From an optimization exercise on the open Yosys and OpenROAD flow, aimed at small area and a short achievable clock period; shortcuts taken in it are not production practice.
Where RTL was checked, it was by simulation tests only, not by an equivalence proof against the original.
The RTL of run 1 was laid out without a check of its function.

## flow/design.v (module list and top-level ports; edited modules follow where they fit)
// module cordic: 3142 lines
module cordic (
    input  wire        clk,
    input  wire        rst,
    input  wire        valid_i,
    input  wire signed [16:0] x_i,
    input  wire signed [16:0] y_i,
    output wire        valid_o,
    output wire signed [16:0] x_o,
    output wire signed [16:0] y_o
    );
  // ...
==> flow/flow/run.sh <==
#!/bin/bash
# The standard layout (standard.sh: ORFS from synthesis to the final layout), with one change:
# ADDER_MAP_FILE is empty, so ORFS's synthesis skips Yosys's full/half adder extraction and abc maps
# the adders' logic like the rest. Everything else, including the registers, is the standard flow.
set -euo pipefail
cd "$(dirname "$0")/.."
export ADDER_MAP_FILE=
bash standard.sh > standard.log 2>&1
==> flow/standard.sh <==
#!/bin/bash
# synth_recipe.tcl (not shown) runs the flow's synth.tcl, then flattens the netlist and writes it again
# the make line also repeats each setting of config.mk as NAME=value (left out here)
make -C /OpenROAD-flow-scripts/flow DESIGN_CONFIG=/design/flow/config.mk WORK_HOME=/design/flow/orfs CLKGATE_MAP_FILE= SYNTH_SCRIPT=/design/flow/synth_recipe.tcl "${@:-finish}"
==> flow/config.mk <==
export PLATFORM = sky130hd
export DESIGN_NAME = cordic
export DESIGN_NICKNAME = cordic
export VERILOG_FILES = /design/flow/design.v
export SDC_FILE = /design/flow/constraint.sdc
export NUM_CORES = 4
export LEC_CHECK = 0
export ABC_AREA = 1
export CAP_MARGIN = 20
export CORE_MARGIN = 2
export CORE_UTILIZATION = 40
export CTS_CLUSTER_DIAMETER = 120
export CTS_CLUSTER_SIZE = 20
export SETUP_SLACK_MARGIN = 2.0
export SLEW_MARGIN = 20
==> flow/constraint.sdc <==
create_clock -name core_clock -period 4.6 [get_ports {clk}]
set_input_delay 0.9200 -clock core_clock [delete_from_list [all_inputs] [get_ports {clk}]]
set_output_delay 0.9200 -clock core_clock [all_outputs]
set_load 0.01 [all_outputs]
==> run summary, run 1 <==
status complete, no violations; number of enable flip-flop cells after synthesis 0; Final Cell Area around 42000 um^2; wire length on met3 approximately 2.6 mm; count of sequential standard cells between 500 and 600; slew at the pin with the worst max-slew slack around 0.55 ns; commonest non-fill, non-tap cell in the layout nand2_1; sum of buffers and inverters on the critical path 2; largest net degree at the start of global routing 25; endpoint with the worst hold slack vp[8]; mux contribution to synthesized area 0%; placed wire-length estimate after detailed placement between 60 and 70 mm; Mapped Area 36430 um^2; total placed cells including tap cells approximately 6700; maximum root-to-sink buffer count 3; core region area around 90000 um^2; CTS Hold Bufs 0; cell occurring most often along the worst timing path nand2_2; die extent in y about 310 um; Avg Synthesized Cell Area 6.622 um^2; setup repair after global routing missed its margin true; routed via count about 32000; Clock Latency Late Sink around 0.59 ns; first-pass GRT wire length between 100 and 150 mm; H-tree depth 2; Yosys warnings 1; post-placement cell area ~38000 um^2; data required time of the critical path around 5.1 ns; smallest setup slack after layout about 2.1 ns; logic depth of the worst setup path including buffers 18; residual DRC count 0; max-cap viol count 0; num ports 72
==> run 2, diff against run 1 <==
--- a/flow/design.v
+++ b/flow/design.v
@@ -221,29 +221,31 @@
     assign ny0_s[12] = ny0_s_p[13] ^ ny0_s_G6_12;
     assign ny0_s[13] = ny0_s_p[14] ^ ny0_s_G5_13;
     assign ny0_s[14] = ny0_s_p[15] ^ ny0_s_G6_14;
     assign ny0_s[15] = ny0_s_p[16] ^ ny0_s_G3_15;
     assign ny0_s[16] = ny0_s_p[17] ^ ny0_s_G6_16;
     wire ny0_s_cm = ny0_s_G6_16;   
     assign ny0 = ny0_s;
     reg [16:0] rx0, ry0;
-    reg rs0;
-    always @(posedge clk) begin rx0 <= nx0; ry0 <= ny0; rs0 <= ~ny0[16]; end
+    reg rd0;
+    always @(posedge clk) begin rx0 <= nx0; ry0 <= ny0; rd0 <= (ny0_s_cm ? ny0_s_p[17] : ~ny0_s_p[17]) & (|ny0[15:0]); end
+    reg rdx0;
+    always @(posedge clk) rdx0 <= ~(ny0[16] | ~(|ny0[15:0]));
     wire [16:0] x1, y1, xs1, ys1, nx1, ny1;
     wire d1;
     assign x1 = rx0; assign y1 = ry0;
-    wire z1 = ~|y1;
-    assign d1 = rs0 & ~z1;
+    assign d1 = rd0;
     assign xs1 = {{1{x1[16]}}, x1[16:1]};
     assign ys1 = {{1{y1[16]}}, y1[16:1]};
-    wire [16:0] nx1_b = ys1 ^ {17{~rs0}};
+    wire dx1 = rdx0;
+    wire [16:0] nx1_b = ys1 ^ {17{~dx1}};
     wire [16:0] nx1_s;
     wire [17:0] nx1_s_p, nx1_s_g;
-    assign nx1_s_g[0] = ~rs0;
+    assign nx1_s_g[0] = ~dx1;
     assign nx1_s_p[0] = 1'b0;
     assign nx1_s_p[1] = x1[0] ^ nx1_b[0];
     assign nx1_s_g[1] = x1[0] & nx1_b[0];
     assign nx1_s_p[2] = x1[1] ^ nx1_b[1];
     assign nx1_s_g[2] = x1[1] & nx1_b[1];
     assign nx1_s_p[3] = x1[2] ^ nx1_b[2];
     assign nx1_s_g[3] = x1[2] & nx1_b[2];
     assign nx1_s_p[4] = x1[3] ^ nx1_b[3];
@@ -429,29 +431,31 @@
     assign ny1_s[12] = ny1_s_p[13] ^ ny1_s_G6_12;
     assign ny1_s[13] = ny1_s_p[14] ^ ny1_s_G5_13;
     assign ny1_s[14] = ny1_s_p[15] ^ ny1_s_G6_14;
     assign ny1_s[15] = ny1_s_p[16] ^ ny1_s_G3_15;
     assign ny1_s[16] = ny1_s_p[17] ^ ny1_s_G6_16;
     wire ny1_s_cm = ny1_s_G6_16;   
     assign ny1 = ny1_s;
     reg [16:0] rx1, ry1;
-    reg rs1;
-    always @(posedge clk) begin rx1 <= nx1; ry1 <= ny1; rs1 <= ~ny1[16]; end
+    reg rd1;
+    always @(posedge clk) begin rx1 <= nx1; ry1 <= ny1; rd1 <= (ny1_s_cm ? ny1_s_p[17] : ~ny1_s_p[17]) & (|ny1[15:0]); end
+    reg rdx1;
+    always @(posedge clk) rdx1 <= ~(ny1[16] | ~(|ny1[15:0]));
     wire [16:0] x2, y2, xs2, ys2, nx2, ny2;
     wire d2;
     assign x2 = rx1; assign y2 = ry1;
-    wire z2 = ~|y2;
-    assign d2 = rs1 & ~z2;
+    assign d2 = rd1;
     assign xs2 = {{2{x2[16]}}, x2[16:2]};
     assign ys2 = {{2{y2[16]}}, y2[16:2]};
-    wire [16:0] nx2_b = ys2 ^ {17{~rs1}};
+    wire dx2 = rdx1;
+    wire [16:0] nx2_b = ys2 ^ {17{~dx2}};
     wire [16:0] nx2_s;
     wire [17:0] nx2_s_p, nx2_s_g;
-    assign nx2_s_g[0] = ~rs1;
+    assign nx2_s_g[0] = ~dx2;
     assign nx2_s_p[0] = 1'b0;
     assign nx2_s_p[1] = x2[0] ^ nx2_b[0];
     assign nx2_s_g[1] = x2[0] & nx2_b[0];
     assign nx2_s_p[2] = x2[1] ^ nx2_b[1];
     assign nx2_s_g[2] = x2[1] & nx2_b[1];
     assign nx2_s_p[3] = x2[2] ^ nx2_b[2];
     assign nx2_s_g[3] = x2[2] & nx2_b[2];
     assign nx2_s_p[4] = x2[3] ^ nx2_b[3];
@@ -637,29 +641,31 @@
     assign ny2_s[12] = ny2_s_p[13] ^ ny2_s_G6_12;
     assign ny2_s[13] = ny2_s_p[14] ^ ny2_s_G5_13;
     assign ny2_s[14] = ny2_s_p[15] ^ ny2_s_G6_14;
     assign ny2_s[15] = ny2_s_p[16] ^ ny2_s_G3_15;
     assign ny2_s[16] = ny2_s_p[17] ^ ny2_s_G6_16;
     wire ny2_s_cm = ny2_s_G6_16;   
     assign ny2 = ny2_s;
     reg [16:0] rx2, ry2;
-    reg rs2;
-    always @(posedge clk) begin rx2 <= nx2; ry2 <= ny2; rs2 <= ~ny2[16]; end
+    reg rd2;
+    always @(posedge clk) begin rx2 <= nx2; ry2 <= ny2; rd2 <= (ny2_s_cm ? ny2_s_p[17] : ~ny2_s_p[17]) & (|ny2[15:0]); end
+    reg rdx2;
+    always @(posedge clk) rdx2 <= ~(ny2[16] | ~(|ny2[15:0]));
     wire [16:0] x3, y3, xs3, ys3, nx3, ny3;
     wire d3;
     assign x3 = rx2; assign y3 = ry2;
-    wire z3 = ~|y3;
-    assign d3 = rs2 & ~z3;
+    assign d3 = rd2;
     assign xs3 = {{3{x3[16]}}, x3[16:3]};
     assign ys3 = {{3{y3[16]}}, y3[16:3]};
-    wire [16:0] nx3_b = ys3 ^ {17{~rs2}};
+    wire dx3 = rdx2;
+    wire [16:0] nx3_b = ys3 ^ {17{~dx3}};
     wire [16:0] nx3_s;
     wire [17:0] nx3_s_p, nx3_s_g;
-    assign nx3_s_g[0] = ~rs2;
+    assign nx3_s_g[0] = ~dx3;
     assign nx3_s_p[0] = 1'b0;
     assign nx3_s_p[1] = x3[0] ^ nx3_b[0];
     assign nx3_s_g[1] = x3[0] & nx3_b[0];
     assign nx3_s_p[2] = x3[1] ^ nx3_b[1];
     assign nx3_s_g[2] = x3[1] & nx3_b[1];
     assign nx3_s_p[3] = x3[2] ^ nx3_b[2];
     assign nx3_s_g[3] = x3[2] & nx3_b[2];
     assign nx3_s_p[4] = x3[3] ^ nx3_b[3];
@@ -845,29 +851,31 @@
     assign ny3_s[12] = ny3_s_p[13] ^ ny3_s_G6_12;
     assign ny3_s[13] = ny3_s_p[14] ^ ny3_s_G5_13;
     assign ny3_s[14] = ny3_s_p[15] ^ ny3_s_G6_14;
     assign ny3_s[15] = ny3_s_p[16] ^ ny3_s_G3_15;
     assign ny3_s[16] = ny3_s_p[17] ^ ny3_s_G6_16;
     wire ny3_s_cm = ny3_s_G6_16;   
     assign ny3 = ny3_s;
     reg [16:0] rx3, ry3;
-    reg rs3;
-    always @(posedge clk) begin rx3 <= nx3; ry3 <= ny3; rs3 <= ~ny3[16]; end
+    reg rd3;
+    always @(posedge clk) begin rx3 <= nx3; ry3 <= ny3; rd3 <= (ny3_s_cm ? ny3_s_p[17] : ~ny3_s_p[17]) & (|ny3[15:0]); end
+    reg rdx3;
+    always @(posedge clk) rdx3 <= ~(ny3[16] | ~(|ny3[15:0]));
     wire [16:0] x4, y4, xs4, ys4, nx4, ny4;
     wire d4;
     assign x4 = rx3; assign y4 = ry3;
-    wire z4 = ~|y4;
-    assign d4 = rs3 & ~z4;
+    assign d4 = rd3;
     assign xs4 = {{4{x4[16]}}, x4[16:4]};
     assign ys4 = {{4{y4[16]}}, y4[16:4]};
-    wire [16:0] nx4_b = ys4 ^ {17{~rs3}};
+    wire dx4 = rdx3;
+    wire [16:0] nx4_b = ys4 ^ {17{~dx4}};
     wire [16:0] nx4_s;
     wire [17:0] nx4_s_p, nx4_s_g;
-    assign nx4_s_g[0] = ~rs3;
+    assign nx4_s_g[0] = ~dx4;
     assign nx4_s_p[0] = 1'b0;
     assign nx4_s_p[1] = x4[0] ^ nx4_b[0];
     assign nx4_s_g[1] = x4[0] & nx4_b[0];
     assign nx4_s_p[2] = x4[1] ^ nx4_b[1];
     assign nx4_s_g[2] = x4[1] & nx4_b[1];
     assign nx4_s_p[3] = x4[2] ^ nx4_b[2];
     assign nx4_s_g[3] = x4[2] & nx4_b[2];
     assign nx4_s_p[4] = x4[3] ^ nx4_b[3];
@@ -1053,29 +1061,31 @@
     assign ny4_s[12] = ny4_s_p[13] ^ ny4_s_G6_12;
     assign ny4_s[13] = ny4_s_p[14] ^ ny4_s_G5_13;
     assign ny4_s[14] = ny4_s_p[15] ^ ny4_s_G6_14;
     assign ny4_s[15] = ny4_s_p[16] ^ ny4_s_G3_15;
     assign ny4_s[16] = ny4_s_p[17] ^ ny4_s_G6_16;
     wire ny4_s_cm = ny4_s_G6_16;   
     assign ny4 = ny4_s;
     reg [16:0] rx4, ry4;
-    reg rs4;
-    always @(posedge clk) begin rx4 <= nx4; ry4 <= ny4; rs4 <= ~ny4[16]; end
+    reg rd4;
+    always @(posedge clk) begin rx4 <= nx4; ry4 <= ny4; rd4 <= (ny4_s_cm ? ny4_s_p[17] : ~ny4_s_p[17]) & (|ny4[15:0]); end
+    reg rdx4;
+    always @(posedge clk) rdx4 <= ~(ny4[16] | ~(|ny4[15:0]));
     wire [16:0] x5, y5, xs5, ys5, nx5, ny5;
     wire d5;
     assign x5 = rx4; assign y5 = ry4;
-    wire z5 = ~|y5;
-    assign d5 = rs4 & ~z5;
+    assign d5 = rd4;
     assign xs5 = {{5{x5[16]}}, x5[16:5]};
     assign ys5 = {{5{y5[16]}}, y5[16:5]};
-    wire [16:0] nx5_b = ys5 ^ {17{~rs4}};
+    wire dx5 = rdx4;
+    wire [16:0] nx5_b = ys5 ^ {17{~dx5}};
     wire [16:0] nx5_s;
     wire [17:0] nx5_s_p, nx5_s_g;
-    assign nx5_s_g[0] = ~rs4;
+    assign nx5_s_g[0] = ~dx5;
     assign nx5_s_p[0] = 1'b0;
     assign nx5_s_p[1] = x5[0] ^ nx5_b[0];
     assign nx5_s_g[1] = x5[0] & nx5_b[0];
     assign nx5_s_p[2] = x5[1] ^ nx5_b[1];
     assign nx5_s_g[2] = x5[1] & nx5_b[1];
     assign nx5_s_p[3] = x5[2] ^ nx5_b[2];
     assign nx5_s_g[3] = x5[2] & nx5_b[2];
     assign nx5_s_p[4] = x5[3] ^ nx5_b[3];
@@ -1261,29 +1271,31 @@
     assign ny5_s[12] = ny5_s_p[13] ^ ny5_s_G6_12;
     assign ny5_s[13] = ny5_s_p[14] ^ ny5_s_G5_13;
     assign ny5_s[14] = ny5_s_p[15] ^ ny5_s_G6_14;
     assign ny5_s[15] = ny5_s_p[16] ^ ny5_s_G3_15;
     assign ny5_s[16] = ny5_s_p[17] ^ ny5_s_G6_16;
     wire ny5_s_cm = ny5_s_G6_16;   
     assign ny5 = ny5_s;
     reg [16:0] rx5, ry5;
-    reg rs5;
-    always @(posedge clk) begin rx5 <= nx5; ry5 <= ny5; rs5 <= ~ny5[16]; end
+    reg rd5;
+    always @(posedge clk) begin rx5 <= nx5; ry5 <= ny5; rd5 <= (ny5_s_cm ? ny5_s_p[17] : ~ny5_s_p[17]) & (|ny5[15:0]); end
+    reg rdx5;
+    always @(posedge clk) rdx5 <= ~(ny5[16] | ~(|ny5[15:0]));
     wire [16:0] x6, y6, xs6, ys6, nx6, ny6;
     wire d6;
     assign x6 = rx5; assign y6 = ry5;
-    wire z6 = ~|y6;
-    assign d6 = rs5 & ~z6;
+    assign d6 = rd5;
     assign xs6 = {{6{x6[16]}}, x6[16:6]};
     assign ys6 = {{6{y6[16]}}, y6[16:6]};
-    wire [16:0] nx6_b = ys6 ^ {17{~rs5}};
+    wire dx6 = rdx5;
+    wire [16:0] nx6_b = ys6 ^ {17{~dx6}};
     wire [16:0] nx6_s;
     wire [17:0] nx6_s_p, nx6_s_g;
-    assign nx6_s_g[0] = ~rs5;
+    assign nx6_s_g[0] = ~dx6;
     assign nx6_s_p[0] = 1'b0;
     assign nx6_s_p[1] = x6[0] ^ nx6_b[0];
     assign nx6_s_g[1] = x6[0] & nx6_b[0];
     assign nx6_s_p[2] = x6[1] ^ nx6_b[1];
     assign nx6_s_g[2] = x6[1] & nx6_b[1];
     assign nx6_s_p[3] = x6[2] ^ nx6_b[2];
     assign nx6_s_g[3] = x6[2] & nx6_b[2];
     assign nx6_s_p[4] = x6[3] ^ nx6_b[3];
@@ -1469,29 +1481,31 @@
     assign ny6_s[12] = ny6_s_p[13] ^ ny6_s_G6_12;
     assign ny6_s[13] = ny6_s_p[14] ^ ny6_s_G5_13;
     assign ny6_s[14] = ny6_s_p[15] ^ ny6_s_G6_14;
     assign ny6_s[15] = ny6_s_p[16] ^ ny6_s_G3_15;
     assign ny6_s[16] = ny6_s_p[17] ^ ny6_s_G6_16;
     wire ny6_s_cm = ny6_s_G6_16;   
     assign ny6 = ny6_s;
     reg [16:0] rx6, ry6;
-    reg rs6;
-    always @(posedge clk) begin rx6 <= nx6; ry6 <= ny6; rs6 <= ~ny6[16]; end
+    reg rd6;
+    always @(posedge clk) begin rx6 <= nx6; ry6 <= ny6; rd6 <= (ny6_s_cm ? ny6_s_p[17] : ~ny6_s_p[17]) & (|ny6[15:0]); end
+    reg rdx6;
+    always @(posedge clk) rdx6 <= ~(ny6[16] | ~(|ny6[15:0]));
     wire [16:0] x7, y7, xs7, ys7, nx7, ny7;
     wire d7;
     assign x7 = rx6; assign y7 = ry6;
-    wire z7 = ~|y7;
-    assign d7 = rs6 & ~z7;
+    assign d7 = rd6;
     assign xs7 = {{7{x7[16]}}, x7[16:7]};
     assign ys7 = {{7{y7[16]}}, y7[16:7]};
-    wire [16:0] nx7_b = ys7 ^ {17{~rs6}};
+    wire dx7 = rdx6;
+    wire [16:0] nx7_b = ys7 ^ {17{~dx7}};
     wire [16:0] nx7_s;
     wire [17:0] nx7_s_p, nx7_s_g;
-    assign nx7_s_g[0] = ~rs6;
+    assign nx7_s_g[0] = ~dx7;
     assign nx7_s_p[0] = 1'b0;
     assign nx7_s_p[1] = x7[0] ^ nx7_b[0];
     assign nx7_s_g[1] = x7[0] & nx7_b[0];
     assign nx7_s_p[2] = x7[1] ^ nx7_b[1];
     assign nx7_s_g[2] = x7[1] & nx7_b[1];
     assign nx7_s_p[3] = x7[2] ^ nx7_b[2];
     assign nx7_s_g[3] = x7[2] & nx7_b[2];
     assign nx7_s_p[4] = x7[3] ^ nx7_b[3];
@@ -1677,29 +1691,31 @@
     assign ny7_s[12] = ny7_s_p[13] ^ ny7_s_G6_12;
     assign ny7_s[13] = ny7_s_p[14] ^ ny7_s_G5_13;
     assign ny7_s[14] = ny7_s_p[15] ^ ny7_s_G6_14;
     assign ny7_s[15] = ny7_s_p[16] ^ ny7_s_G3_15;
     assign ny7_s[16] = ny7_s_p[17] ^ ny7_s_G6_16;
     wire ny7_s_cm = ny7_s_G6_16;   
     assign ny7 = ny7_s;
     reg [16:0] rx7, ry7;
-    reg rs7;
-    always @(posedge clk) begin rx7 <= nx7; ry7 <= ny7; rs7 <= ~ny7[16]; end
+    reg rd7;
+    always @(posedge clk) begin rx7 <= nx7; ry7 <= ny7; rd7 <= (ny7_s_cm ? ny7_s_p[17] : ~ny7_s_p[17]) & (|ny7[15:0]); end
+    reg rdx7;
+    always @(posedge clk) rdx7 <= ~(ny7[16] | ~(|ny7[15:0]));
     wire [16:0] x8, y8, xs8, ys8, nx8, ny8;
     wire d8;
     assign x8 = rx7; assign y8 = ry7;
-    wire z8 = ~|y8;
-    assign d8 = rs7 & ~z8;
+    assign d8 = rd7;
     assign xs8 = {{8{x8[16]}}, x8[16:8]};
     assign ys8 = {{8{y8[16]}}, y8[16:8]};
-    wire [16:0] nx8_b = ys8 ^ {17{~rs7}};
+    wire dx8 = rdx7;
+    wire [16:0] nx8_b = ys8 ^ {17{~dx8}};
     wire [16:0] nx8_s;
     wire [17:0] nx8_s_p, nx8_s_g;
-    assign nx8_s_g[0] = ~rs7;
+    assign nx8_s_g[0] = ~dx8;
     assign nx8_s_p[0] = 1'b0;
     assign nx8_s_p[1] = x8[0] ^ nx8_b[0];
     assign nx8_s_g[1] = x8[0] & nx8_b[0];
     assign nx8_s_p[2] = x8[1] ^ nx8_b[1];
     assign nx8_s_g[2] = x8[1] & nx8_b[1];
     assign nx8_s_p[3] = x8[2] ^ nx8_b[2];
     assign nx8_s_g[3] = x8[2] & nx8_b[2];
     assign nx8_s_p[4] = x8[3] ^ nx8_b[3];
@@ -1885,29 +1901,31 @@
     assign ny8_s[12] = ny8_s_p[13] ^ ny8_s_G6_12;
     assign ny8_s[13] = ny8_s_p[14] ^ ny8_s_G5_13;
     assign ny8_s[14] = ny8_s_p[15] ^ ny8_s_G6_14;
     assign ny8_s[15] = ny8_s_p[16] ^ ny8_s_G3_15;
     assign ny8_s[16] = ny8_s_p[17] ^ ny8_s_G6_16;
     wire ny8_s_cm = ny8_s_G6_16;   
     assign ny8 = ny8_s;
     reg [16:0] rx8, ry8;
-    reg rs8;
-    always @(posedge clk) begin rx8 <= nx8; ry8 <= ny8; rs8 <= ~ny8[16]; end
+    reg rd8;
+    always @(posedge clk) begin rx8 <= nx8; ry8 <= ny8; rd8 <= (ny8_s_cm ? ny8_s_p[17] : ~ny8_s_p[17]) & (|ny8[15:0]); end
+    reg rdx8;
+    always @(posedge clk) rdx8 <= ~(ny8[16] | ~(|ny8[15:0]));
     wire [16:0] x9, y9, xs9, ys9, nx9, ny9;
     wire d9;
     assign x9 = rx8; assign y9 = ry8;
-    wire z9 = ~|y9;
-    assign d9 = rs8 & ~z9;
+    assign d9 = rd8;
     assign xs9 = {{9{x9[16]}}, x9[16:9]};
     assign ys9 = {{9{y9[16]}}, y9[16:9]};
-    wire [16:0] nx9_b = ys9 ^ {17{~rs8}};
+    wire dx9 = rdx8;
+    wire [16:0] nx9_b = ys9 ^ {17{~dx9}};
     wire [16:0] nx9_s;
     wire [17:0] nx9_s_p, nx9_s_g;
-    assign nx9_s_g[0] = ~rs8;
+    assign nx9_s_g[0] = ~dx9;
     assign nx9_s_p[0] = 1'b0;
     assign nx9_s_p[1] = x9[0] ^ nx9_b[0];
     assign nx9_s_g[1] = x9[0] & nx9_b[0];
     assign nx9_s_p[2] = x9[1] ^ nx9_b[1];
     assign nx9_s_g[2] = x9[1] & nx9_b[1];
     assign nx9_s_p[3] = x9[2] ^ nx9_b[2];
     assign nx9_s_g[3] = x9[2] & nx9_b[2];
     assign nx9_s_p[4] = x9[3] ^ nx9_b[3];
@@ -2093,29 +2111,31 @@
     assign ny9_s[12] = ny9_s_p[13] ^ ny9_s_G6_12;
     assign ny9_s[13] = ny9_s_p[14] ^ ny9_s_G5_13;
     assign ny9_s[14] = ny9_s_p[15] ^ ny9_s_G6_14;
     assign ny9_s[15] = ny9_s_p[16] ^ ny9_s_G3_15;
     assign ny9_s[16] = ny9_s_p[17] ^ ny9_s_G6_16;
     wire ny9_s_cm = ny9_s_G6_16;   
     assign ny9 = ny9_s;
     reg [16:0] rx9, ry9;
-    reg rs9;
-    always @(posedge clk) begin rx9 <= nx9; ry9 <= ny9; rs9 <= ~ny9[16]; end
+    reg rd9;
+    always @(posedge clk) begin rx9 <= nx9; ry9 <= ny9; rd9 <= (ny9_s_cm ? ny9_s_p[17] : ~ny9_s_p[17]) & (|ny9[15:0]); end
+    reg rdx9;
+    always @(posedge clk) rdx9 <= ~(ny9[16] | ~(|ny9[15:0]));
     wire [16:0] x10, y10, xs10, ys10, nx10, ny10;
     wire d10;
     assign x10 = rx9; assign y10 = ry9;
-    wire z10 = ~|y10;
-    assign d10 = rs9 & ~z10;
+    assign d10 = rd9;
     assign xs10 = {{10{x10[16]}}, x10[16:10]};
     assign ys10 = {{10{y10[16]}}, y10[16:10]};
-    wire [16:0] nx10_b = ys10 ^ {17{~rs9}};
+    wire dx10 = rdx9;
+    wire [16:0] nx10_b = ys10 ^ {17{~dx10}};
     wire [16:0] nx10_s;
     wire [17:0] nx10_s_p, nx10_s_g;
-    assign nx10_s_g[0] = ~rs9;
+    assign nx10_s_g[0] = ~dx10;
     assign nx10_s_p[0] = 1'b0;
     assign nx10_s_p[1] = x10[0] ^ nx10_b[0];
     assign nx10_s_g[1] = x10[0] & nx10_b[0];
     assign nx10_s_p[2] = x10[1] ^ nx10_b[1];
     assign nx10_s_g[2] = x10[1] & nx10_b[1];
     assign nx10_s_p[3] = x10[2] ^ nx10_b[2];
     assign nx10_s_g[3] = x10[2] & nx10_b[2];
     assign nx10_s_p[4] = x10[3] ^ nx10_b[3];
@@ -2301,29 +2321,31 @@
     assign ny10_s[12] = ny10_s_p[13] ^ ny10_s_G6_12;
     assign ny10_s[13] = ny10_s_p[14] ^ ny10_s_G5_13;
     assign ny10_s[14] = ny10_s_p[15] ^ ny10_s_G6_14;
     assign ny10_s[15] = ny10_s_p[16] ^ ny10_s_G3_15;
     assign ny10_s[16] = ny10_s_p[17] ^ ny10_s_G6_16;
     wire ny10_s_cm = ny10_s_G6_16;   
     assign ny10 = ny10_s;
     reg [16:0] rx10, ry10;
-    reg rs10;
-    always @(posedge clk) begin rx10 <= nx10; ry10 <= ny10; rs10 <= ~ny10[16]; end
+    reg rd10;
+    always @(posedge clk) begin rx10 <= nx10; ry10 <= ny10; rd10 <= (ny10_s_cm ? ny10_s_p[17] : ~ny10_s_p[17]) & (|ny10[15:0]); end
+    reg rdx10;
+    always @(posedge clk) rdx10 <= ~(ny10[16] | ~(|ny10[15:0]));
     wire [16:0] x11, y11, xs11, ys11, nx11, ny11;
     wire d11;
     assign x11 = rx10; assign y11 = ry10;
-    wire z11 = ~|y11;
-    assign d11 = rs10 & ~z11;
+    assign d11 = rd10;
     assign xs11 = {{11{x11[16]}}, x11[16:11]};
     assign ys11 = {{11{y11[16]}}, y11[16:11]};
-    wire [16:0] nx11_b = ys11 ^ {17{~rs10}};
+    wire dx11 = rdx10;
+    wire [16:0] nx11_b = ys11 ^ {17{~dx11}};
     wire [16:0] nx11_s;
     wire [17:0] nx11_s_p, nx11_s_g;
-    assign nx11_s_g[0] = ~rs10;
+    assign nx11_s_g[0] = ~dx11;
     assign nx11_s_p[0] = 1'b0;
     assign nx11_s_p[1] = x11[0] ^ nx11_b[0];
     assign nx11_s_g[1] = x11[0] & nx11_b[0];
     assign nx11_s_p[2] = x11[1] ^ nx11_b[1];
     assign nx11_s_g[2] = x11[1] & nx11_b[1];
     assign nx11_s_p[3] = x11[2] ^ nx11_b[2];
     assign nx11_s_g[3] = x11[2] & nx11_b[2];
     assign nx11_s_p[4] = x11[3] ^ nx11_b[3];
@@ -2509,29 +2531,31 @@
     assign ny11_s[12] = ny11_s_p[13] ^ ny11_s_G6_12;
     assign ny11_s[13] = ny11_s_p[14] ^ ny11_s_G5_13;
     assign ny11_s[14] = ny11_s_p[15] ^ ny11_s_G6_14;
     assign ny11_s[15] = ny11_s_p[16] ^ ny11_s_G3_15;
     assign ny11_s[16] = ny11_s_p[17] ^ ny11_s_G6_16;
     wire ny11_s_cm = ny11_s_G6_16;   
     assign ny11 = ny11_s;
     reg [16:0] rx11, ry11;
-    reg rs11;
-    always @(posedge clk) begin rx11 <= nx11; ry11 <= ny11; rs11 <= ~ny11[16]; end
+    reg rd11;
+    always @(posedge clk) begin rx11 <= nx11; ry11 <= ny11; rd11 <= (ny11_s_cm ? ny11_s_p[17] : ~ny11_s_p[17]) & (|ny11[15:0]); end
+    reg rdx11;
+    always @(posedge clk) rdx11 <= ~(ny11[16] | ~(|ny11[15:0]));
     wire [16:0] x12, y12, xs12, ys12, nx12, ny12;
     wire d12;
     assign x12 = rx11; assign y12 = ry11;
-    wire z12 = ~|y12;
-    assign d12 = rs11 & ~z12;
+    assign d12 = rd11;
     assign xs12 = {{12{x12[16]}}, x12[16:12]};
     assign ys12 = {{12{y12[16]}}, y12[16:12]};
-    wire [16:0] nx12_b = ys12 ^ {17{~rs11}};
+    wire dx12 = rdx11;
+    wire [16:0] nx12_b = ys12 ^ {17{~dx12}};
     wire [16:0] nx12_s;
     wire [17:0] nx12_s_p, nx12_s_g;
-    assign nx12_s_g[0] = ~rs11;
+    assign nx12_s_g[0] = ~dx12;
     assign nx12_s_p[0] = 1'b0;
     assign nx12_s_p[1] = x12[0] ^ nx12_b[0];
     assign nx12_s_g[1] = x12[0] & nx12_b[0];
     assign nx12_s_p[2] = x12[1] ^ nx12_b[1];
     assign nx12_s_g[2] = x12[1] & nx12_b[1];
     assign nx12_s_p[3] = x12[2] ^ nx12_b[2];
     assign nx12_s_g[3] = x12[2] & nx12_b[2];
     assign nx12_s_p[4] = x12[3] ^ nx12_b[3];
@@ -2717,29 +2741,31 @@
     assign ny12_s[12] = ny12_s_p[13] ^ ny12_s_G6_12;
     assign ny12_s[13] = ny12_s_p[14] ^ ny12_s_G5_13;
     assign ny12_s[14] = ny12_s_p[15] ^ ny12_s_G6_14;
     assign ny12_s[15] = ny12_s_p[16] ^ ny12_s_G3_15;
     assign ny12_s[16] = ny12_s_p[17] ^ ny12_s_G6_16;
     wire ny12_s_cm = ny12_s_G6_16;   
     assign ny12 = ny12_s;
     reg [16:0] rx12, ry12;
-    reg rs12;
-    always @(posedge clk) begin rx12 <= nx12; ry12 <= ny12; rs12 <= ~ny12[16]; end
+    reg rd12;
+    always @(posedge clk) begin rx12 <= nx12; ry12 <= ny12; rd12 <= (ny12_s_cm ? ny12_s_p[17] : ~ny12_s_p[17]) & (|ny12[15:0]); end
+    reg rdx12;
+    always @(posedge clk) rdx12 <= ~(ny12[16] | ~(|ny12[15:0]));
     wire [16:0] x13, y13, xs13, ys13, nx13, ny13;
     wire d13;
     assign x13 = rx12; assign y13 = ry12;
-    wire z13 = ~|y13;
-    assign d13 = rs12 & ~z13;
+    assign d13 = rd12;
     assign xs13 = {{13{x13[16]}}, x13[16:13]};
     assign ys13 = {{13{y13[16]}}, y13[16:13]};
-    wire [16:0] nx13_b = ys13 ^ {17{~rs12}};
+    wire dx13 = rdx12;
+    wire [16:0] nx13_b = ys13 ^ {17{~dx13}};
     wire [16:0] nx13_s;
     wire [17:0] nx13_s_p, nx13_s_g;
-    assign nx13_s_g[0] = ~rs12;
+    assign nx13_s_g[0] = ~dx13;
     assign nx13_s_p[0] = 1'b0;
     assign nx13_s_p[1] = x13[0] ^ nx13_b[0];
     assign nx13_s_g[1] = x13[0] & nx13_b[0];
     assign nx13_s_p[2] = x13[1] ^ nx13_b[1];
     assign nx13_s_g[2] = x13[1] & nx13_b[1];
     assign nx13_s_p[3] = x13[2] ^ nx13_b[2];
     assign nx13_s_g[3] = x13[2] & nx13_b[2];
     assign nx13_s_p[4] = x13[3] ^ nx13_b[3];
@@ -2925,29 +2951,31 @@
     assign ny13_s[12] = ny13_s_p[13] ^ ny13_s_G6_12;
     assign ny13_s[13] = ny13_s_p[14] ^ ny13_s_G5_13;
     assign ny13_s[14] = ny13_s_p[15] ^ ny13_s_G6_14;
     assign ny13_s[15] = ny13_s_p[16] ^ ny13_s_G3_15;
     assign ny13_s[16] = ny13_s_p[17] ^ ny13_s_G6_16;
     wire ny13_s_cm = ny13_s_G6_16;   
     assign ny13 = ny13_s;
     reg [16:0] rx13, ry13;
-    reg rs13;
-    always @(posedge clk) begin rx13 <= nx13; ry13 <= ny13; rs13 <= ~ny13[16]; end
+    reg rd13;
+    always @(posedge clk) begin rx13 <= nx13; ry13 <= ny13; rd13 <= (ny13_s_cm ? ny13_s_p[17] : ~ny13_s_p[17]) & (|ny13[15:0]); end
+    reg rdx13;
+    always @(posedge clk) rdx13 <= ~(ny13[16] | ~(|ny13[15:0]));
     wire [16:0] x14, y14, xs14, ys14, nx14, ny14;
     wire d14;
     assign x14 = rx13; assign y14 = ry13;
-    wire z14 = ~|y14;
-    assign d14 = rs13 & ~z14;
+    assign d14 = rd13;
     assign xs14 = {{14{x14[16]}}, x14[16:14]};
     assign ys14 = {{14{y14[16]}}, y14[16:14]};
-    wire [16:0] nx14_b = ys14 ^ {17{~rs13}};
+    wire dx14 = rdx13;
+    wire [16:0] nx14_b = ys14 ^ {17{~dx14}};
     wire [16:0] nx14_s;
     wire [17:0] nx14_s_p, nx14_s_g;
-    assign nx14_s_g[0] = ~rs13;
+    assign nx14_s_g[0] = ~dx14;
     assign nx14_s_p[0] = 1'b0;
     assign nx14_s_p[1] = x14[0] ^ nx14_b[0];
     assign nx14_s_g[1] = x14[0] & nx14_b[0];
     assign nx14_s_p[2] = x14[1] ^ nx14_b[1];
     assign nx14_s_g[2] = x14[1] & nx14_b[1];
     assign nx14_s_p[3] = x14[2] ^ nx14_b[2];
     assign nx14_s_g[3] = x14[2] & nx14_b[2];
     assign nx14_s_p[4] = x14[3] ^ nx14_b[3];
==> flow/run.sh (new file) <==
#!/bin/bash
# synth_recipe.tcl (not shown) runs the flow's synth.tcl, then flattens the netlist and writes it again
# the make line also repeats each setting of config.mk as NAME=value (left out here)
make -C /OpenROAD-flow-scripts/flow DESIGN_CONFIG=/design/flow/config.mk WORK_HOME=/design/flow/orfs CLKGATE_MAP_FILE= SYNTH_SCRIPT=/design/flow/synth_recipe.tcl finish
==> flow/config.mk (replaced) <==
export PLATFORM = sky130hd
export DESIGN_NAME = cordic
export DESIGN_NICKNAME = cordic
export VERILOG_FILES = /design/flow/design.v
export SDC_FILE = /design/flow/constraint.sdc
export NUM_CORES = 4
export LEC_CHECK = 0
export CAP_MARGIN = 20
export CORE_MARGIN = 2
export CORE_UTILIZATION = 40
export SETUP_SLACK_MARGIN = 1.8
export SLEW_MARGIN = 20
removed: flow/flow/run.sh
removed: flow/standard.sh
==> run 2 against run 1 <==
Setup slack got worse by 0.77 ns. Non-clock buffer count up 60. Critical endpoint is now rdx1. Maximum frequency fell by 24%.
==> run summary, run 2 <==
x dimension of the die 298.0 um (was 305.8 um); count of mapped cells out of synthesis 3372 (was 5501); most frequently used flop master after synthesis dfxtp_1 (unchanged); die extent in y 298.0 um (was 305.8 um); drt first pass iters 5 (was 7); setup repair after global routing missed its margin true (unchanged); Avg Synthesized Cell Area 10.25 um^2 (was 6.622 um^2); worst slack on hold paths 0.4360 ns (was 0.4047 ns); per-cell routed wire length 15.80 um (was 12.46 um); arrival time reported for the critical path endpoint 3.71 ns (was 2.94 ns); crit-path max cell delay 0.52 ns (was 0.36 ns); H-tree depth 3 (was 2); CP max FO 6 (was 7); Mapped Area 34570 um^2 (was 36430 um^2); achievable clock frequency 0.3096 GHz (was 0.4059 GHz); Vias per Instance 4.757 (was 4.594); number of instances on the worst hold path 1 (was 2); final setup violation count 0 (unchanged); row count 107 (was 110); all-layer global routing usage 17.05% (was 17.60%); total overflow reported by the global router 0 (unchanged); num ports 72 (unchanged); final-report max-slew violation count 0 (unchanged); share of post-route cells with drive strength above 1 20.76% (was 14.40%); combinational family with the most area after synthesis adder cells (was simple AND/OR/NAND/NOR gates); RR Startpoint rdx0 (was ry1[0]); vias in the first global route 24550 (was 28680); ys async rst share 0% (unchanged); final wirelength 77.26 mm (was 85.82 mm); Post-DRT Antenna Nets 0 (unchanged); endpoint with the worst hold slack vp[11] (was vp[8]); max-cap viol count 0 (unchanged); data required time of the critical path 5.08 ns (about the same); number of fill cells 7545 (was 9103); core region area 85410 um^2 (was 90150 um^2); worst-case reg-to-reg path depth 14 (was 18); Yosys warnings 1 (unchanged); post-placement cell area 37380 um^2 (was 38130 um^2); worst max-slew margin expressed relative to the limit 60.37% (was 63.17%); clock tree from TritonCTS yes (unchanged); residual DRC count 0 (unchanged); cell family contributing the most delay on the critical path simple AND/OR/NAND/NOR gates (unchanged); accumulated negative setup slack 0 ns (unchanged); number of clock sinks 575 (unchanged); Starting Density 40.48% (was 40.41%); status complete, no violations (unchanged); Clock Latency Late Sink 0.61 ns (was 0.59 ns); sum of buffers and inverters on the critical path 4 (was 2); sequential element share of the synthesized area 33.30% (was 31.60%); Final Cell Area 44080 um^2 (was 41900 um^2); synthesis-to-finish area growth 27.52% (was 15.01%); root buffer cell clkbuf_16 (unchanged); biggest area contributors in the synthesized netlist dfxtp_1 (33%), ha_1 (15%), fa_1 (14%) (was dfxtp_1 (32%), nand2_1 (19%), xor2_1 (13%)); placed wire-length estimate after detailed placement 58.05 mm (was 65.40 mm); worst hold path type reg2reg (unchanged); antenna diode count 0 (unchanged); proportion of netlist area held by the largest area contributor 33.30% (was 31.60%); total area of multi-input combinational cells 24060 um^2 (was 22670 um^2); count of different cell masters after synthesis 51 (was 54); syn_nets 4072 (was 5538); most used cells in the layout excluding fill and tap cells dfxtp_1 (552), inv_1 (509), ha_1 (372) (was nand2_1 (1741), inv_1 (759), xor2_1 (526)); post-synthesis simple-gate area fraction 6.804% (was 34.14%); FF+latch count, synth 575 (unchanged); first-iteration detailed-routing DRC count 743 (was 1649); list of cells traversed by the critical path buf_12 -> xor2_4 -> ha_1 -> o21a_1 -> o21ai_2 -> nand2b_1 -> o41ai_4 -> buf_4 -> buf_4 -> fa_1 -> inv_1 -> or4_4 -> nor4_4 -> a31oi_1 (was or2_4 -> nor2_4 -> nand3_4 -> nand2_8 -> clkinvlp_4 -> nand2_1 -> nand2_1 -> or2_0 -> nand2_1 -> inv_1 -> nand2_2 -> nor3_2 -> nand2_2 -> nand2_2 -> nand2_2 -> nand2_2 -> nand2_2 -> nand2_2); mux contribution to synthesized area 0.4886% (was 0%); hold path startpoint vp[10] (was vp[7]); first-pass GRT wire length 124.1 mm (was 138.6 mm); maximum root-to-sink buffer count 3 (unchanged); slowest stage cell, crit path or4_4 (was dfxtp_4); leading post-synthesis cells by instance count dfxtp_1 (575), inv_1 (521), ha_1 (423) (was nand2_1 (1849), inv_1 (778), dfxtp_1 (575)); fraction of the mapped netlist area in adder cells 29.21% (was 0.02748%); IO Port Bufs 71 (unchanged); commonest non-fill, non-tap cell in the layout dfxtp_1 (was nand2_1); post-route fraction of the period consumed by the critical path 70.22% (was 53.56%); minimum clock period 3.230 ns (was 2.464 ns); share of the synthesized area in compound gates (AO/OA/AOI/OAI) 9.811% (was 6.090%); Register Area 11580 um^2 (was 11710 um^2); dominant cell type by area after synthesis dfxtp_1 (unchanged); routed via count 23270 (was 31630); number of endpoints with negative hold slack in the final report 0 (unchanged); number of clock buffers inserted by TritonCTS 66 (was 35); slew at the pin with the worst max-slew slack 0.5926 ns (was 0.5454 ns); total placed cells including tap cells 4565 (was 6682); die area 88800 um^2 (was 93500 um^2); most numerous cell in the Yosys netlist dfxtp_1 (was nand2_1); largest net degree at the start of global routing 18 (was 25); r2r endpoint rdx1 (was rs2); worst reg2reg setup slack 1.37 ns (was 2.14 ns); xor and xnor area share after synthesis 14.34% (was 18.45%); GP Congestion 0.8115 (was 0.8603); final non-filler cell total 4891 (was 6886); classification of the worst setup path reg2reg (unchanged); cell occurring most often along the worst timing path buf_4 (was nand2_2); number of enable flip-flop cells after synthesis 0 (unchanged); clock transition time at the flip-flop clock pins of the worst setup and hold paths 0.06 ns (was 0.08 ns); nets@finish 4395 (was 5743); initial antenna violation count 1 (unchanged); CP endpoint kind flop (unchanged); kind of launch point of the worst setup path flop (unchanged); clock skew after layout 0.04305 ns (was 0.03961 ns)
[run 2: changes by cell type after synthesis, moves of 78 or more]
cell,change
nand2_1,-1704
ha_1,+423
nand3_1,-379
nor2_1,-319
xor2_1,-289
inv_1,-257
fa_1,+240
xnor2_1,+117
or2_2,-107
a21oi_1,+78
[run 2: what timing repair did]
action | CTS | global route
gates cloned | 1 | 2
hold buffers | 0 | 0
gates resized for setup | 193 | 325
buffers inserted | 106 | 97
pin swaps | 105 | 202
endpoints found under the setup margin | 246 | 120
hold endpoints to repair | 0 | 0
[run 2: layer usage]
metal / part of all wire [%] / global-route usage, % / vias to the layer above
met5: 0 / 0 / -
met2: 50 / 30.16 / 231
met4: 1.8 / 3.829 / 0
met3: 2.9 / 2.501 / 110
li1: - / - / 11710
met1: 45 / 21.90 / 11220
[run 2: worst max path at each step]
stage	from	to	slack (ns)	cells after the start
4_1_cts	rdx7	rdx8	1.43	13
5_1_grt	rdx0	rdx1	1.25	14
6_report	rdx0	rdx1	1.37	14
3_5_place_dp	rdx8	rdx9	0.90	10
3_3_place_gp	rdx8	rdx9	0.97	10
2_1_floorplan	rdx0	rdx1	1.11	14
[run 2: cell families after synthesis]
group           Yosys count
mux                      15
buf+inv                 557
simple gates            454
fa+ha+maj               663
flops                   575
xor+xnor                566
compound gates          542
[run 2: final cells by class]
type                            count  area share, %
Multi-Input combinational cell   2241          54.57
Clock buffer                       82          4.206
Timing Repair Buffer              290          6.145
Inverter                          521          4.445
Clock inverter                     38          1.118
Tap cell                         1144          3.247
Sequential cell                   575          26.27
[run 2: per-stage QoR]
stage,setup slack [ns],util (%)
floorplan,1.109,-
global placement,0.9652,43.76
detailed placement,0.8988,43.76
CTS,1.430,48.60
global route,1.247,51.61
finish,1.370,51.61
==> run 3, diff against run 2 <==
--- a/flow/config.mk
+++ b/flow/config.mk
@@ -9,4 +9,4 @@
 export CORE_MARGIN = 2
 export CORE_UTILIZATION = 40
-export SETUP_SLACK_MARGIN = 1.8
+export SETUP_SLACK_MARGIN = 1.2
 export SLEW_MARGIN = 20
==> run 3 against run 2 <==
Critical path depth shrank 2. Global-route usage is 0.86 points lower. Via count fell by 4.2%. Register-to-register slack is essentially flat. Clock-buffer cell count up 11. Non-clock buffer count decreased by 162. Synthesized cell count did not move.
==> run summary, run 3 <==
vias in the first global route 23610 (was 24550); top routing layer in use met4 (unchanged); Post-DRT Antenna Nets 0 (unchanged); clock transition time at the flip-flop clock pins of the worst setup and hold paths 0.06 ns (about the same); proportion of netlist area held by the largest area contributor 33.30% (unchanged); number of endpoints with negative hold slack in the final report 0 (unchanged); placed wire-length estimate after detailed placement 56.89 mm (was 58.05 mm); row count 107 (unchanged); num ports 72 (unchanged); all-layer global routing usage 16.19% (was 17.05%); sequential element share of the synthesized area 33.30% (unchanged); CP max FO 13 (was 6); most used cells in the layout excluding fill and tap cells dfxtp_1 (561), inv_1 (520), ha_1 (423) (was dfxtp_1 (552), inv_1 (509), ha_1 (372)); commonest non-fill, non-tap cell in the layout dfxtp_1 (unchanged); worst max-slew margin expressed relative to the limit 39.90% (was 60.37%); clock skew after layout 0.02768 ns (was 0.04305 ns); largest net degree at the start of global routing 28 (was 18); IO Port Bufs 71 (unchanged); leading post-synthesis cells by instance count dfxtp_1 (575), inv_1 (521), ha_1 (423) (unchanged); die area 88800 um^2 (unchanged); synthesis-to-finish area growth 15.76% (was 27.52%); wire length on met1 32.75 mm (was 34.89 mm); antenna diode count 0 (unchanged); clock tree from TritonCTS yes (unchanged); status complete, no violations (unchanged); per-cell routed wire length 14.73 um (was 15.80 um); routed via count 22290 (was 23270); dominant cell type by area after synthesis dfxtp_1 (unchanged); Starting Density 40.48% (unchanged); drt first pass iters 5 (unchanged); FF+latch count, synth 575 (unchanged); arrival time reported for the critical path endpoint 3.70 ns (was 3.71 ns); H-tree depth 3 (unchanged); count of mapped cells out of synthesis 3372 (unchanged); worst hold path type reg2reg (unchanged); GP Congestion 0.8035 (was 0.8115); count of different cell masters after synthesis 51 (unchanged); max-cap viol count 0 (unchanged); accumulated negative setup slack 0 ns (unchanged); final setup violation count 0 (unchanged); most numerous cell in the Yosys netlist dfxtp_1 (unchanged); first-pass GRT wire length 117.6 mm (was 124.1 mm); nets@finish 4235 (was 4395); number of clock sinks 575 (unchanged); final wirelength 69.76 mm (was 77.26 mm); number of enable flip-flop cells after synthesis 0 (unchanged); most frequently used flop master after synthesis dfxtp_1 (unchanged); minimum clock period 3.243 ns (was 3.230 ns); Avg Synthesized Cell Area 10.25 um^2 (unchanged); Mapped Area 34570 um^2 (unchanged); number of clock buffers inserted by TritonCTS 69 (was 66); biggest area contributors in the synthesized netlist dfxtp_1 (33%), ha_1 (15%), fa_1 (14%) (unchanged); final-report max-slew violation count 0 (unchanged); classification of the worst setup path reg2reg (unchanged); WL met2 33.58 mm (was 38.70 mm); ys async rst share 0% (unchanged); maximum root-to-sink buffer count 3 (unchanged); CP endpoint kind flop (unchanged); total overflow reported by the global router 0 (unchanged); slew at the pin with the worst max-slew slack 0.8951 ns (was 0.5926 ns); post-route fraction of the period consumed by the critical path 70.50% (was 70.22%); setup repair after global routing missed its margin true (unchanged); syn_nets 4072 (unchanged); data required time of the critical path 5.05 ns (was 5.08 ns); Yosys warnings 1 (unchanged); achievable clock frequency 0.3083 GHz (was 0.3096 GHz); first-iteration detailed-routing DRC count 795 (was 743); Clock Latency Late Sink 0.61 ns (about the same); x dimension of the die 298.0 um (unchanged); wire length on met3 2.148 mm (was 2.260 mm); core region area 85410 um^2 (unchanged); die extent in y 298.0 um (unchanged); initial antenna violation count 0 (was 1); Vias per Instance 4.707 (was 4.757); kind of launch point of the worst setup path flop (unchanged); share of post-route cells with drive strength above 1 8.187% (was 20.76%); root buffer cell clkbuf_16 (unchanged); residual DRC count 0 (unchanged)
-- run 3: cell counts after synthesis --
Identical to the previous run, type by type.
-- run 3: area by class of cell --
class                   instances  area (um^2)
fillers                      8119        45390
multi-input cells            2240        21390
flip-flops and latches        575        11560
clock buffers                  93         2009
inverters                     521         1959
well taps                    1144         1431
repair buffers                128         1192
clock inverters                34        479.2
-- run 3: final timing paths --
check,from,to,slack (ns),cells after the start
setup / recovery,rdx1,rdx2,1.36,12
hold / removal,vp[10],vp[11],0.43,1
setup reg to reg,rdx1,rdx2,1.36,12
hold reg to reg,vp[10],vp[11],0.43,1
-- run 3: repair_timing --
item | 4_1_cts | 5_1_grt
cloned | 0 | 1
buffers inserted | 7 | 28
setup endpoints to repair | 30 | 17
hold buffers | 0 | 0
resized for setup | 42 | 64
pin swaps | 2 | 14
-- run 3: critical path: stages (launching register included) --
cell and delay [ns]:
dfxtp_4 0.41, xor2_1 0.18, ha_1 0.33, nand2_1 0.08
o21ai_0 0.31, a31oi_4 0.08, nor3_2 0.21, nor3_2 0.10
fa_1 0.50, inv_1 0.05, or4_1 0.46, nor4_1 0.25
a31oi_1 0.12
-- run 3: per-stage QoR --
step           setup WS (ns)  util [%]  hold WS, ns  area, um^2  std cells
6_report               1.357     46.85       0.4254       40020       4735
5_1_grt                1.140     46.85       0.4512       40020       4735
4_1_cts                1.193     46.23       0.4326       39490       4706
3_5_place_dp          0.7217     43.08       0.4237       36790       4572
3_3_place_gp          0.7874     43.08       0.4159       36790       4572
2_1_floorplan         0.9085         -       0.4138       34690       3372
-- run 3: kinds of logic (layout without fill, tap and decap cells) --
| logic type | Yosys count | in the layout | synth area share, % |
|---|---|---|---|
| adders and majority gates | 663 | 663 | 29.21 |
| DFF | 575 | 575 | 33.30 |
| xor gates and xnor gates | 566 | 566 | 14.34 |
| buffers and inverters | 557 | 776 | 6.055 |
| AOI/OAI and AO/OA | 542 | 542 | 9.811 |
| and+or+nand+nor | 454 | 454 | 6.804 |
| muxes | 15 | 15 | 0.4886 |
-- run 3: routing by layer --
metal	track usage [%]	vias to the layer above
met5	0	-
met2	28.24	215
li1	-	11410
met1	20.85	10580
met3	2.618	89
met4	3.936	0
==> run 4, diff against run 3 <==
--- a/flow/config.mk
+++ b/flow/config.mk
@@ -9,4 +9,4 @@
 export CORE_MARGIN = 2
 export CORE_UTILIZATION = 40
-export SETUP_SLACK_MARGIN = 1.2
+export SETUP_SLACK_MARGIN = 1.5
 export SLEW_MARGIN = 20
==> run 4 against run 3 <==
Still clean on timing, DRC and antenna. Sequential share of layout area fell by 1.1 points. Non-clock buffer count rose by 72. Global-route usage rose by 0.40 points. Final area rose by 3.9%. Via count rose by 1.7%. Critical path depth rose by 1. Clock skew rose by 0.0012 ns. Maximum frequency rose by 3.7%. Critical path type unchanged. Critical endpoint is now rdx10.
==> run summary, run 4 <==
worst-case reg-to-reg path depth 13 (was 12); CP max FO 8 (was 13); share of post-route cells with drive strength above 1 13.34% (was 8.187%); endpoint with the worst hold slack vp[8] (was vp[11]); count of different cell masters after synthesis 51 (unchanged); drt first pass iters 4 (was 5); kind of launch point of the worst setup path flop (unchanged); number of endpoints with negative hold slack in the final report 0 (unchanged); clock transition time at the flip-flop clock pins of the worst setup and hold paths 0.06 ns (about the same); die area 88800 um^2 (unchanged); Final Cell Area 41580 um^2 (was 40020 um^2); commonest non-fill, non-tap cell in the layout dfxtp_1 (unchanged); die extent in y 298.0 um (unchanged); slowest stage cell, crit path fa_1 (unchanged); proportion of netlist area held by the largest area contributor 33.30% (unchanged); Clock Latency Late Sink 0.61 ns (about the same); Vias per Instance 4.719 (was 4.707); vias in the first global route 24110 (was 23610); max-cap viol count 0 (unchanged); CP endpoint kind flop (unchanged); CTS Hold Bufs 0 (unchanged); dominant cell type by area after synthesis dfxtp_1 (unchanged); cell family contributing the most delay on the critical path simple AND/OR/NAND/NOR gates (unchanged); most numerous cell in the Yosys netlist dfxtp_1 (unchanged); leading post-synthesis cells by instance count dfxtp_1 (575), inv_1 (521), ha_1 (423) (unchanged); crit-path max cell delay 0.55 ns (was 0.50 ns); first-iteration detailed-routing DRC count 770 (was 795); row count 107 (unchanged); final cell utilization of the core 48.68% (was 46.85%); Avg Synthesized Cell Area 10.25 um^2 (unchanged); IO Port Bufs 71 (unchanged); data required time of the critical path 5.07 ns (was 5.05 ns); initial antenna violation count 0 (unchanged); number of enable flip-flop cells after synthesis 0 (unchanged); root buffer cell clkbuf_16 (unchanged); FF+latch count, synth 575 (unchanged); first-pass GRT wire length 120.2 mm (was 117.6 mm); number of clock buffers inserted by TritonCTS 66 (was 69); setup repair after global routing missed its margin true (unchanged); worst reg2reg setup slack 1.47 ns (was 1.36 ns); per-cell routed wire length 15.25 um (was 14.73 um); r2r endpoint rdx10 (was rdx2); total overflow reported by the global router 0 (unchanged); hold path startpoint vp[7] (was vp[10]); minimum clock period 3.126 ns (was 3.243 ns); num ports 72 (unchanged); final setup violation count 0 (unchanged); worst hold path type reg2reg (unchanged); largest net degree at the start of global routing 20 (was 28); Post-DRT Antenna Nets 0 (unchanged); number of instances on the worst hold path 1 (unchanged); number of clock sinks 575 (unchanged); maximum root-to-sink buffer count 3 (unchanged); slew at the pin with the worst max-slew slack 0.6557 ns (was 0.8951 ns); worst max-slew margin expressed relative to the limit 55.97% (was 39.90%); achievable clock frequency 0.3199 GHz (was 0.3083 GHz); sequential element share of the synthesized area 33.30% (unchanged); final-report max-slew violation count 0 (unchanged); Yosys warnings 1 (unchanged); H-tree depth 3 (unchanged); clock tree from TritonCTS yes (unchanged); syn_nets 4072 (unchanged); synthesis-to-finish area growth 20.28% (was 15.76%); most used cells in the layout excluding fill and tap cells dfxtp_1 (555), inv_1 (517), ha_1 (404) (was dfxtp_1 (561), inv_1 (520), ha_1 (423)); clock skew after layout 0.02884 ns (was 0.02768 ns); arrival time reported for the critical path endpoint 3.59 ns (was 3.70 ns); post-route fraction of the period consumed by the critical path 67.96% (was 70.50%); status complete, no violations (unchanged); accumulated negative setup slack 0 ns (unchanged); Mapped Area 34570 um^2 (unchanged); biggest area contributors in the synthesized netlist dfxtp_1 (33%), ha_1 (15%), fa_1 (14%) (unchanged); placed wire-length estimate after detailed placement 57.76 mm (was 56.89 mm); classification of the worst setup path reg2reg (unchanged); routed via count 22670 (was 22290); all-layer global routing usage 16.59% (was 16.19%); residual DRC count 0 (unchanged); most frequently used flop master after synthesis dfxtp_1 (unchanged); x dimension of the die 298.0 um (unchanged); GP Congestion 0.8046 (was 0.8035); count of mapped cells out of synthesis 3372 (unchanged); core region area 85410 um^2 (unchanged); nets@finish 4305 (was 4235); list of cells traversed by the critical path buf_12 -> xor2_1 -> ha_1 -> a21o_1 -> a31o_4 -> a31oi_4 -> nor3_4 -> nor3_2 -> fa_1 -> inv_2 -> or4_4 -> nor4_4 -> a31oi_1 (was xor2_1 -> ha_1 -> nand2_1 -> o21ai_0 -> a31oi_4 -> nor3_2 -> nor3_2 -> fa_1 -> inv_1 -> or4_1 -> nor4_1 -> a31oi_1); Starting Density 40.48% (unchanged); RR Startpoint rdx9 (was rdx1); post-placement cell area 37180 um^2 (was 36790 um^2); final wirelength 73.24 mm (was 69.76 mm); ys async rst share 0% (unchanged); antenna diode count 0 (unchanged); sum of buffers and inverters on the critical path 2 (was 1)
==> run 4: cell counts after synthesis <==
Identical to the previous run, type by type.
==> run 4: routing by layer <==
metal	global-route usage [%]	share of wire (%)
met1	21.24	47
met2	28.78	48
met3	2.436	2.8
met4	5.097	2.4
met5	0	0
==> run 4: worst max path at each step <==
stage | startpoint | to | slack [ns] | cells after the start
3_3_place_gp | rdx1 | rdx2 | 0.95 | 11
3_5_place_dp | rdx1 | rdx2 | 0.85 | 11
2_1_floorplan | rdx0 | rdx1 | 1.10 | 14
5_1_grt | rdx0 | rdx1 | 1.28 | 11
6_report | rdx9 | rdx10 | 1.47 | 13
4_1_cts | rdx1 | rdx2 | 1.32 | 11
==> run 4: cell type report <==
cell class | count | area, um^2
clock buffers | 86 | 1848
clock inverters | 36 | 446.7
fillers | 7852 | 43830
inverters | 521 | 1959
multi-input cells | 2241 | 22480
flip-flops and latches | 575 | 11570
well taps | 1144 | 1431
repair buffers | 200 | 1844
==> run 4: cells by family after synthesis <==
kind of cell	Yosys count	synth area share [%]
muxes	15	0.4886
DFF	575	33.30
buffers and inverters	557	6.055
AOI/OAI and AO/OA	542	9.811
and+or+nand+nor	454	6.804
adders and majority gates	663	29.21
xor gates and xnor gates	566	14.34
==> run 4: metrics by stage <==
step / hold WS [ns] / worst slack [ns] / std cells
floorplan: 0.4138 / 1.100 / 3372
global placement: 0.4157 / 0.9524 / 4566
detailed placement: 0.4239 / 0.8488 / 4566
CTS: 0.4366 / 1.318 / 4734
global route: 0.4555 / 1.281 / 4803
finish: 0.4346 / 1.474 / 4803
==> run 4: repair_timing <==
action                     in CTS  in global routing
buffers inserted               45                 68
resized for setup              73                165
setup endpoints to repair     113                 45
gates cloned                    1                  1
pin swaps                      38                103
hold endpoints to repair        0                  0
==> run 5, diff against run 4 <==
--- a/flow/config.mk
+++ b/flow/config.mk
@@ -6,4 +6,5 @@
 export NUM_CORES = 4
 export LEC_CHECK = 0
+export ABC_AREA = 1
 export CAP_MARGIN = 20
 export CORE_MARGIN = 2
==> run 5 against run 4 <==
Still clean on timing, DRC and antenna. Non-clock buffer count decreased by 38. Maximum frequency increased by 5.2%. Sequential cell count unchanged. Synthesized cell count increased by 19%. Register-to-register slack improved by 0.16 ns. Critical endpoint is now rdx5.
==> run summary, run 5 <==
status complete, no violations (unchanged); antenna diode count 0 (unchanged); most frequently used flop master after synthesis dfxtp_1 (unchanged); proportion of netlist area held by the largest area contributor 31.68% (was 33.30%); vias in the first global route 24970 (was 24110); dominant cell type by area after synthesis dfxtp_1 (unchanged); share of post-route cells with drive strength above 1 8.095% (was 13.34%); sequential element share of the synthesized area 31.68% (was 33.30%); root buffer cell clkbuf_16 (unchanged); data required time of the critical path 5.08 ns (was 5.07 ns); smallest setup slack after layout 1.629 ns (was 1.474 ns); residual DRC count 0 (unchanged); clock tree from TritonCTS yes (unchanged); maximum root-to-sink buffer count 3 (unchanged); CP endpoint kind flop (unchanged); placed wire-length estimate after detailed placement 61.35 mm (was 57.76 mm); biggest area contributors in the synthesized netlist dfxtp_1 (32%), ha_1 (15%), fa_1 (13%) (was dfxtp_1 (33%), ha_1 (15%), fa_1 (14%)); most used cells in the layout excluding fill and tap cells inv_1 (817), nand2_1 (575), dfxtp_1 (557) (was dfxtp_1 (555), inv_1 (517), ha_1 (404)); die area 93260 um^2 (was 88800 um^2); kind of launch point of the worst setup path flop (unchanged); number of enable flip-flop cells after synthesis 0 (unchanged); Avg Synthesized Cell Area 9.047 um^2 (was 10.25 um^2); arrival time reported for the critical path endpoint 3.45 ns (was 3.59 ns); IO Port Bufs 71 (unchanged); CTS Hold Bufs 0 (unchanged); syn_nets 4716 (was 4072); GP Congestion 0.8383 (was 0.8046); num ports 72 (unchanged); largest net degree at the start of global routing 21 (was 20); die extent in y 305.4 um (was 298.0 um); Mapped Area 36330 um^2 (was 34570 um^2); routed via count 24420 (was 22670); number of clock sinks 575 (unchanged); count of different cell masters after synthesis 39 (was 51); core region area 90010 um^2 (was 85410 um^2); worst max-slew margin expressed relative to the limit 52.54% (was 55.97%); clock transition time at the flip-flop clock pins of the worst setup and hold paths 0.06 ns (about the same); initial antenna violation count 0 (unchanged); total area of multi-input combinational cells 21970 um^2 (was 22480 um^2); total overflow reported by the global router 0 (unchanged); achievable clock frequency 0.3366 GHz (was 0.3199 GHz); row count 110 (was 107); clock skew after layout 0.01833 ns (was 0.02884 ns); first-iteration detailed-routing DRC count 885 (was 770); nets@finish 4911 (was 4305); x dimension of the die 305.4 um (was 298.0 um); accumulated negative setup slack 0 ns (unchanged); Post-DRT Antenna Nets 0 (unchanged); post-route fraction of the period consumed by the critical path 64.58% (was 67.96%); first-pass GRT wire length 124.9 mm (was 120.2 mm); leading post-synthesis cells by instance count inv_1 (827), nand2_1 (589), dfxtp_1 (575) (was dfxtp_1 (575), inv_1 (521), ha_1 (423)); final-report max-slew violation count 0 (unchanged); Clock Latency Late Sink 0.60 ns (was 0.61 ns); per-cell routed wire length 13.80 um (was 15.25 um); setup repair after global routing missed its margin true (unchanged); final setup violation count 0 (unchanged); slew at the pin with the worst max-slew slack 0.7096 ns (was 0.6557 ns); number of fill cells 8565 (was 7852); synthesis-to-finish area growth 15.46% (was 20.28%); number of clock buffers inserted by TritonCTS 68 (was 66); worst hold path type reg2reg (unchanged); minimum clock period 2.971 ns (was 3.126 ns); max-cap viol count 0 (unchanged); Register Area 11560 um^2 (was 11570 um^2); drt first pass iters 5 (was 4); Yosys warnings 1 (unchanged); count of mapped cells out of synthesis 4016 (was 3372); FF+latch count, synth 575 (unchanged); all-layer global routing usage 16.46% (was 16.59%); CP max FO 13 (was 8); H-tree depth 3 (unchanged); most numerous cell in the Yosys netlist inv_1 (was dfxtp_1); Starting Density 40.37% (was 40.48%); commonest non-fill, non-tap cell in the layout inv_1 (was dfxtp_1); number of endpoints with negative hold slack in the final report 0 (unchanged); final wirelength 75.03 mm (was 73.24 mm); ys async rst share 0% (unchanged); Placement Setup Slack 1.090 ns (was 0.8488 ns); Vias per Instance 4.490 (was 4.719); classification of the worst setup path reg2reg (unchanged)
## run 5: changes by cell type after synthesis, moves of 61 or more
cell     before  now
nand2_1     145  589
inv_1       521  827
nor2_1       53  236
o21ai_0      84    4
xnor2_1     324  261
nand3_1      10   71
## run 5: path summary, 6_finish.rpt
kind / startpoint / cells past startpoint / slack (ns) / end
setup reg to reg: rdx4 / 20 / 1.63 / rdx5
hold reg to reg: vp[10] / 2 / 0.40 / vp[11]
hold / removal: vp[10] / 2 / 0.40 / vp[11]
setup / recovery: rdx4 / 20 / 1.63 / rdx5
## run 5: cell type report
type / count / area share (%)
flip-flops and latches: 575 / 27.56
multi-input cells: 2572 / 52.36
clock buffers: 97 / 4.751
clock inverters: 24 / 0.7516
inverters: 832 / 7.486
well taps: 1176 / 3.508
repair buffers: 162 / 3.582
## run 5: metal layers
layer	GRT usage, %	part of all wire (%)
met1	20.76	45
met2	28.37	48
met4	5.969	3.1
met5	0	0
met3	2.607	3.7
## run 5: critical path, stage by stage (launching register included)
cell	delay, ns
dfxtp_1	0.34
buf_12	0.17
xor2_1	0.16
ha_1	0.34
nand2_1	0.06
inv_1	0.05
nand3_1	0.08
nand2_2	0.09
nand2_1	0.06
nand2_1	0.09
nand2_1	0.07
nand2_2	0.09
a21oi_1	0.09
fa_1	0.52
inv_1	0.06
nor2_1	0.08
nand2_1	0.06
nor2_1	0.10
nand4_1	0.10
nor2_2	0.15
nor2_1	0.06
## run 5: repair_timing
action,in CTS,in global routing
buffers inserted,7,68
hold endpoints to repair,0,0
resized for setup,27,111
setup endpoints to repair,46,42
pin swaps,2,37
## run 5: cell families (layout without fill, tap and decap cells)
group	after synthesis	in the layout	share of synthesized area [%]
XOR/XNOR	527	527	13.28
adder cells (fa/ha/maj)	663	663	27.79
AO/OA/AOI/OAI	369	369	6.340
flip-flops	575	575	31.68
AND/OR/NAND/NOR	1013	1013	11.58
buffers and inverters	869	1115	9.329
## run 5: stage by stage
stage	utilization (%)	std cells	hold WS [ns]	instance area [um^2]
global placement	42.68	5242	0.3883	38420
detailed placement	42.68	5242	0.3954	38420
CTS	45.42	5370	0.4033	40890
floorplan	-	4016	0.3883	36380
finish	46.61	5438	0.3999	41950
global route	46.61	5438	0.4158	41950

separate check: timing with driven ports:
Ports are ideal in the flow. The routed layouts listed here were re-timed in OpenROAD.
Step 1 sets driving cells, clkbuf_16 on the clock port and buf_2 on the other inputs (assumed; they add their load-dependent delay and slew).
Step 2, shift: input delay + t, output delay - t, t = (earliest + latest rising clock arrival at the registers) / 2. This alone moves slack from input paths to output paths.
a / b / c = ideal / step 1 / step 2; a / b = the first two.
run | shift t [ns] | slack for setup (ns) | hold slack, ns | slew at the worst register clock pin (ns)
run 1 | 0.635 | 2.136 / 2.115 / 1.577 | 0.405 / 0.405 / 0.405 | 0.10 / 0.10
run 2 | 0.663 | 1.370 / 1.370 / 1.351 | 0.436 / 0.436 / 0.436 | 0.07 / 0.07
run 3 | 0.659 | 1.357 / 1.357 / 1.357 | 0.425 / 0.425 / 0.425 | 0.06 / 0.06
run 4 | 0.663 | 1.474 / 1.474 / 1.366 | 0.435 / 0.435 / 0.435 | 0.07 / 0.07
run 5 | 0.656 | 1.629 / 1.629 / 1.629 | 0.400 / 0.400 / 0.400 | 0.06 / 0.06
After both steps every run listed still meets setup and hold. The setup slack of run 1, which loses most, moves by -0.021 ns with the drivers and by -0.559 ns with both steps.
